From an optimization exercise on the open Yosys and OpenROAD flow, aimed at small area and a short achievable clock period; shortcuts taken in it are not production practice. The clock port is modelled as an ideal driver, which makes a skipped or thinned clock tree look cheaper than it is; a real chip needs a root buffer or a tree. Power is estimated from default activity; no workload was simulated.

==> flow/design.v <==
`timescale 1ns / 100ps
`timescale 1ns / 100ps
`timescale 1ns / 100ps
`timescale 1ns / 100ps
`timescale 1ns / 100ps
`timescale 1ns / 100ps
`timescale 1ns / 100ps
`timescale 1ns / 100ps
`timescale 1ns / 100ps
`timescale 1ns / 100ps
`timescale 1ns / 100ps
`timescale 1ns / 100ps
module M216A_TopModule(
    input           clk_i,
    input           rst_i,
    input  [4 : 0]  width_i,
    input  [4 : 0]  height_i,
    output [7 : 0]  index_x_o,
    output [7 : 0]  index_y_o,
    output [3 : 0]  strike_o
);
    reg  [3:0] ph;             
    reg  [1:0] warm;           
    reg        clr;            
    reg        live_q;         
    reg  [9:0] k_q;            
    reg  [3:0] wm1_q;          
    reg  [6:0] a_q, b_q, c_q;
    reg  [6:0] mn_q;
    reg  [6:0] sum_q;          
    reg        we_q;           
    reg        strike_q;
    reg  [7:0] id_q;           
    reg  [6:0] x_q;
    reg  [6:0] y_q;
    reg        s_q;
    reg  [3:0] cnt_q;
    wire [6:0] occ [1:13];
    wire nrst   = ~rst_i;
    wire ph0    = ph[0];
    wire live_d = nrst & ph[3] & warm[1];
    wire [3:0] hi = height_i[3:0];
    wire [9:0] k_d;
    assign k_d[0] = (hi == 4'd4);
    assign k_d[1] = (hi == 4'd5);
    assign k_d[2] = (hi == 4'd6);
    assign k_d[3] = (hi == 4'd7);
    assign k_d[4] = (hi == 4'd8);
    assign k_d[5] = (hi == 4'd9);
    assign k_d[6] = (hi == 4'd10);
    assign k_d[7] = (hi == 4'd11);
    assign k_d[8] = (hi == 4'd12);
    assign k_d[9] = ~|k_d[8:0];
    wire k4  = k_q[0];
    wire k5  = k_q[1];
    wire k6  = k_q[2];
    wire k7  = k_q[3];
    wire k8  = k_q[4];
    wire k9  = k_q[5];
    wire k10 = k_q[6];
    wire k11 = k_q[7];
    wire k12 = k_q[8];
    wire k13 = k_q[9];
    wire [12:0] sel0 = {k13, 1'b0, 1'b0, k4, k12, k5, k11, k6, k10, k7, k9, 1'b0, k8};
    wire [12:0] sel1 = {1'b0, k13, 1'b0, 1'b0, k11, k4, k10, k5, k9, k6, 1'b0, k8, k7};
    wire [12:0] sel2 = {1'b0, 1'b0, k13, 1'b0, 1'b0, 1'b0, 1'b0, 1'b0, 1'b0, 1'b0, k8, k7, 1'b0};
    wire has1 = ~k12;
    wire has2 = k7 | k8 | k13;
    wire [7:0] id0 = ({8{k4}} & 8'h42) | ({8{k5}} & 8'h28) | ({8{k6}} & 8'h22) |
                     ({8{k7}} & 8'h18)  | ({8{k8}} & 8'h11) | ({8{k9}} & 8'h14) |
                     ({8{k10}} & 8'h21)  | ({8{k11}} & 8'h24) | ({8{k12}} & 8'h41) |
                     ({8{k13}} & 8'h81);
    wire [7:0] id1 = ({8{k4}} & 8'h28)  | ({8{k5}} & 8'h22) | ({8{k6}} & 8'h18) |
                     ({8{k7}} & 8'h11)  | ({8{k8}} & 8'h12) | ({8{k9}} & 8'h21) |
                     ({8{k10}} & 8'h24)  | ({8{k11}} & 8'h41) | ({8{k13}} & 8'h48);
    wire [7:0] id2 = ({8{k7}} & 8'h12)  | ({8{k8}} & 8'h14) | ({8{k13}} & 8'h44);
    wire [12:0] won;
    genvar g;
    generate
        for (g = 1; g <= 13; g = g + 1) begin : dec
            assign won[g-1] = id_q[4 + (g-1)/4] & id_q[(g-1)%4];
        end
    endgenerate
    wire [6:0] ywin = ({7{won[1]}}  & 7'd8)  | ({7{won[2]}}  & 7'd16) |
                      ({7{won[3]}}  & 7'd25) | ({7{won[4]}}  & 7'd32) |
                      ({7{won[5]}}  & 7'd42) | ({7{won[6]}}  & 7'd48) |
                      ({7{won[7]}}  & 7'd59) | ({7{won[8]}}  & 7'd64) |
                      ({7{won[9]}}  & 7'd76) | ({7{won[10]}} & 7'd80) |
                      ({7{won[11]}} & 7'd96) | ({7{won[12]}} & 7'd112);
    reg  [6:0] rd0, rd1, rd2;
    integer i;
    always @(*) begin
        rd0 = 7'd0;
        rd1 = 7'd0;
        rd2 = 7'd0;
        for (i = 1; i <= 13; i = i + 1) begin
            rd0 = rd0 | (occ[i] & {7{sel0[i-1]}});
            rd1 = rd1 | (occ[i] & {7{sel1[i-1]}});
            rd2 = rd2 | (occ[i] & {7{sel2[i-1]}});
        end
    end
    function lt7;
        input [6:0] a;
        input [6:0] b;
        integer j, k;
        reg r, t;
        begin
            r = 1'b0;
            for (k = 0; k < 7; k = k + 1) begin
                t = ~a[k] & b[k];
                for (j = k + 1; j < 7; j = j + 1)
                    t = t & (~a[j] | b[j]);
                r = r | t;
            end
            lt7 = r;
        end
    endfunction
    function [8:0] addm1;
        input [6:0] a;
        input [3:0] m;
        reg [6:0] b;
        reg [7:0] c0;              
        reg [7:0] c1;              
        reg t;
        integer i, j, k;
        begin
            b = {3'b000, m};
            c0 = 8'd0;
            c1 = 8'd1;
            for (i = 0; i < 7; i = i + 1) begin
                for (j = 0; j <= i; j = j + 1) begin
                    t = a[j] & b[j];
                    for (k = j + 1; k <= i; k = k + 1)
                        t = t & (a[k] | b[k]);
                    c0[i+1] = c0[i+1] | t;
                end
                t = 1'b1;
                for (k = 0; k <= i; k = k + 1)
                    t = t & (a[k] | b[k]);
                c1[i+1] = c0[i+1] | t;
            end
            addm1 = {c0[7], c1[7], (a ^ c1[6:0]) ^ b};
        end
    endfunction
    wire [8:0] sum = addm1(mn_q, wm1_q);      
    wire b_lt_a = lt7(b_q, a_q);
    wire c_lt_a = lt7(c_q, a_q);
    wire c_lt_b = lt7(c_q, b_q);
    wire pc = has2 & c_lt_a & c_lt_b;
    wire pb = has1 & b_lt_a & ~pc;
    wire strike_d = sum[8];
    wire strike = strike_q;
    wire [6:0] nocc_r = sum_q & {7{~clr}};
    always @(posedge clk_i) begin
        a_q <= rd0;
        b_q <= rd1;
        c_q <= rd2;
        mn_q <= pc ? c_q : pb ? b_q : a_q;
        id_q <= pc ? id2 : pb ? id1 : id0;
        sum_q <= sum[6:0] | {7{sum[7]}};
        strike_q <= strike_d;
        we_q <= live_d & ~strike_d;
        live_q <= live_d;
        ph <= rst_i ? 4'b0001 : {ph[2:0], ph[3]};
        if (rst_i)
            warm <= 2'd0;
        else if (ph0 & ~warm[1])
            warm <= warm + 2'd1;
        clr <= rst_i | ~warm[1];
    end
    always @(posedge clk_i) begin
        if (rst_i) begin
            k_q <= 10'd0;
            wm1_q <= 4'd0;
        end else if (ph0) begin
            k_q <= k_d;
            wm1_q <= width_i[3:0] - 4'd1;
        end
    end
    always @(posedge clk_i) begin
        if (rst_i) begin
            x_q <= 7'd0;
            y_q <= 7'd0;
            s_q <= 1'b0;
            cnt_q <= 4'd0;
        end else if (live_q) begin
            x_q <= strike ? 7'd0 : mn_q;
            y_q <= strike ? 7'd0 : ywin;
            s_q <= strike;
            if (strike) cnt_q <= cnt_q + 4'd1;
        end
    end
    generate
        for (g = 1; g <= 13; g = g + 1) begin : strip
            reg [6:0] v;
            always @(posedge clk_i)
                if (clr | (we_q & won[g-1]))
                    v <= nocc_r;
            assign occ[g] = v;
        end
    endgenerate
    assign index_x_o = {s_q, x_q};
    assign index_y_o = {s_q, y_q};
    assign strike_o  = cnt_q;
endmodule
export LEC_CHECK = 0
export ABC_AREA = 1
export CAP_MARGIN = 20
export CORE_MARGIN = 2
export CORE_UTILIZATION = 55
export CTS_BUF_LIST = sky130_fd_sc_hd__clkbuf_4 sky130_fd_sc_hd__clkbuf_8
export CTS_CLUSTER_SIZE = 30
export SETUP_SLACK_MARGIN = 1.7
export SLEW_MARGIN = 20
export TNS_END_PERCENT = 0
create_clock -name core_clock -period 3.3 [get_ports {clk_i}]
standard.sh (not shown) runs the stock make flow with config.mk's settings and CLKGATE_MAP_FILE= SYNTH_SCRIPT=/design/flow/synth_recipe.tcl, a recipe that flattens the netlist after the stock synthesis.
==> flow/flow/run.sh <==
#!/bin/bash
# Standard ORFS layout with these changes: sizing may change a cell's footprint,
# the port buffers are buf_2 cells, and the clock tree is the two-level tree
# that flow/cts_tree.tcl builds (see there).
set -euo pipefail
bash standard.sh synth > synth.log 2>&1
bash standard.sh MATCH_CELL_FOOTPRINT=0 \
  "BUFFER_PORTS_ARGS=-buffer_cell sky130_fd_sc_hd__buf_2" \
  "PRE_CTS_TCL=$PWD/flow/cts_tree.tcl" \
  finish > layout.log 2>&1
Other scripts of this flow, unchanged in this note and not shown: flow/flow/cts_tree.tcl
Edit:
--- a/flow/design.v
+++ b/flow/design.v
@@ -63,20 +63,28 @@
     wire k13 = k_q[9];
     wire [12:0] sel0 = {k13, 1'b0, 1'b0, k4, k12, k5, k11, k6, k10, k7, k9, 1'b0, k8};
     wire [12:0] sel1 = {1'b0, k13, 1'b0, 1'b0, k11, k4, k10, k5, k9, k6, 1'b0, k8, k7};
     wire [12:0] sel2 = {1'b0, 1'b0, k13, 1'b0, 1'b0, 1'b0, 1'b0, 1'b0, 1'b0, 1'b0, k8, k7, 1'b0};
     wire has1 = ~k12;
     wire has2 = k7 | k8 | k13;
-    wire [7:0] id0 = ({8{k4}} & 8'h42) | ({8{k5}} & 8'h28) | ({8{k6}} & 8'h22) |
-                     ({8{k7}} & 8'h18)  | ({8{k8}} & 8'h11) | ({8{k9}} & 8'h14) |
-                     ({8{k10}} & 8'h21)  | ({8{k11}} & 8'h24) | ({8{k12}} & 8'h41) |
-                     ({8{k13}} & 8'h81);
-    wire [7:0] id1 = ({8{k4}} & 8'h28)  | ({8{k5}} & 8'h22) | ({8{k6}} & 8'h18) |
-                     ({8{k7}} & 8'h11)  | ({8{k8}} & 8'h12) | ({8{k9}} & 8'h21) |
-                     ({8{k10}} & 8'h24)  | ({8{k11}} & 8'h41) | ({8{k13}} & 8'h48);
-    wire [7:0] id2 = ({8{k7}} & 8'h12)  | ({8{k8}} & 8'h14) | ({8{k13}} & 8'h44);
+    wire [3:0] id0 = ({4{k4}}  & 4'd10) | ({4{k5}}  & 4'd8) | ({4{k6}}  & 4'd6) |
+                     ({4{k7}}  & 4'd4)  | ({4{k8}}  & 4'd1) | ({4{k9}}  & 4'd3) |
+                     ({4{k10}} & 4'd5)  | ({4{k11}} & 4'd7) | ({4{k12}} & 4'd9) |
+                     ({4{k13}} & 4'd13);
+    wire [3:0] id1 = ({4{k4}}  & 4'd8)  | ({4{k5}}  & 4'd6) | ({4{k6}}  & 4'd4) |
+                     ({4{k7}}  & 4'd1)  | ({4{k8}}  & 4'd2) | ({4{k9}}  & 4'd5) |
+                     ({4{k10}} & 4'd7)  | ({4{k11}} & 4'd9) | ({4{k13}} & 4'd12);
+    wire [3:0] id2 = ({4{k7}}  & 4'd2)  | ({4{k8}}  & 4'd3) | ({4{k13}} & 4'd11);
+    function [7:0] rowcol;
+        input [3:0] id;
+        reg [3:0] n;
+        begin
+            n = id - 4'd1;
+            rowcol = {4'b0001 << n[3:2], 4'b0001 << n[1:0]};
+        end
+    endfunction
     wire [12:0] won;
     genvar g;
     generate
         for (g = 1; g <= 13; g = g + 1) begin : dec
             assign won[g-1] = id_q[4 + (g-1)/4] & id_q[(g-1)%4];
         end
@@ -153,13 +161,13 @@
     wire [6:0] nocc_r = sum_q & {7{~clr}};
     always @(posedge clk_i) begin
         a_q <= rd0;
         b_q <= rd1;
         c_q <= rd2;
         mn_q <= pc ? c_q : pb ? b_q : a_q;
-        id_q <= pc ? id2 : pb ? id1 : id0;
+        id_q <= rowcol(pc ? id2 : pb ? id1 : id0);
         sum_q <= sum[6:0] | {7{sum[7]}};
         strike_q <= strike_d;
         we_q <= live_d & ~strike_d;
         live_q <= live_d;
         ph <= rst_i ? 4'b0001 : {ph[2:0], ph[3]};
         if (rst_i)
Result: The new run finished with timing, DRC and antenna clean; cell count climbs by 2.5%; final area climbs by 3.5%; total power climbs by 14%; via count drops by 0.73%; clock power is about the same; worst setup slack is worse by 210 ps; utilization climbs by 2.1 points; synthesized area climbs by 0.41%; critical path depth climbs by 13; flip-flop and latch count is unchanged; routed wire length drops by 9.4%.
No functional check of the RTL was part of any run of this note. In every run of this note, the design's own scripts or RTL, not TritonCTS, make the clock network.

-- afterwards: timing with drivers on the ports --
Ports are ideal in the flow. The routed layouts listed here were re-timed in OpenROAD.
Step 1: set_driving_cell puts a clkbuf_16 on clk_i and a buf_2 on each other input, an assumption about the parent block.
Step 2 moves the port delays by t, midway between the first and last clock arrival at a register: inputs arrive t later, outputs are due t later. That takes back most of the time a late clock gives input paths.
Three values: no drivers, after step 1, after step 2; two values: the first two.
| run | t, ns | setup slack, ns | hold slack, ns | slew at the worst register clock pin (ns) | worst slew at a driven data input, ns |
|---|---|---|---|---|---|
| the first run | 0.355 | 1.622 / 1.622 / 1.395 | 0.411 / 0.411 / 0.411 | 0.09 / 0.09 | 0.03 |
| the second run | 0.363 | 1.415 / 1.415 / 1.415 | 0.406 / 0.406 / 0.406 | 0.09 / 0.09 | 0.03 |
After both steps setup and hold are still met in every run listed. The setup slack of the first run, which loses most, moves by 0.000 ns with the drivers and by -0.227 ns with both steps.
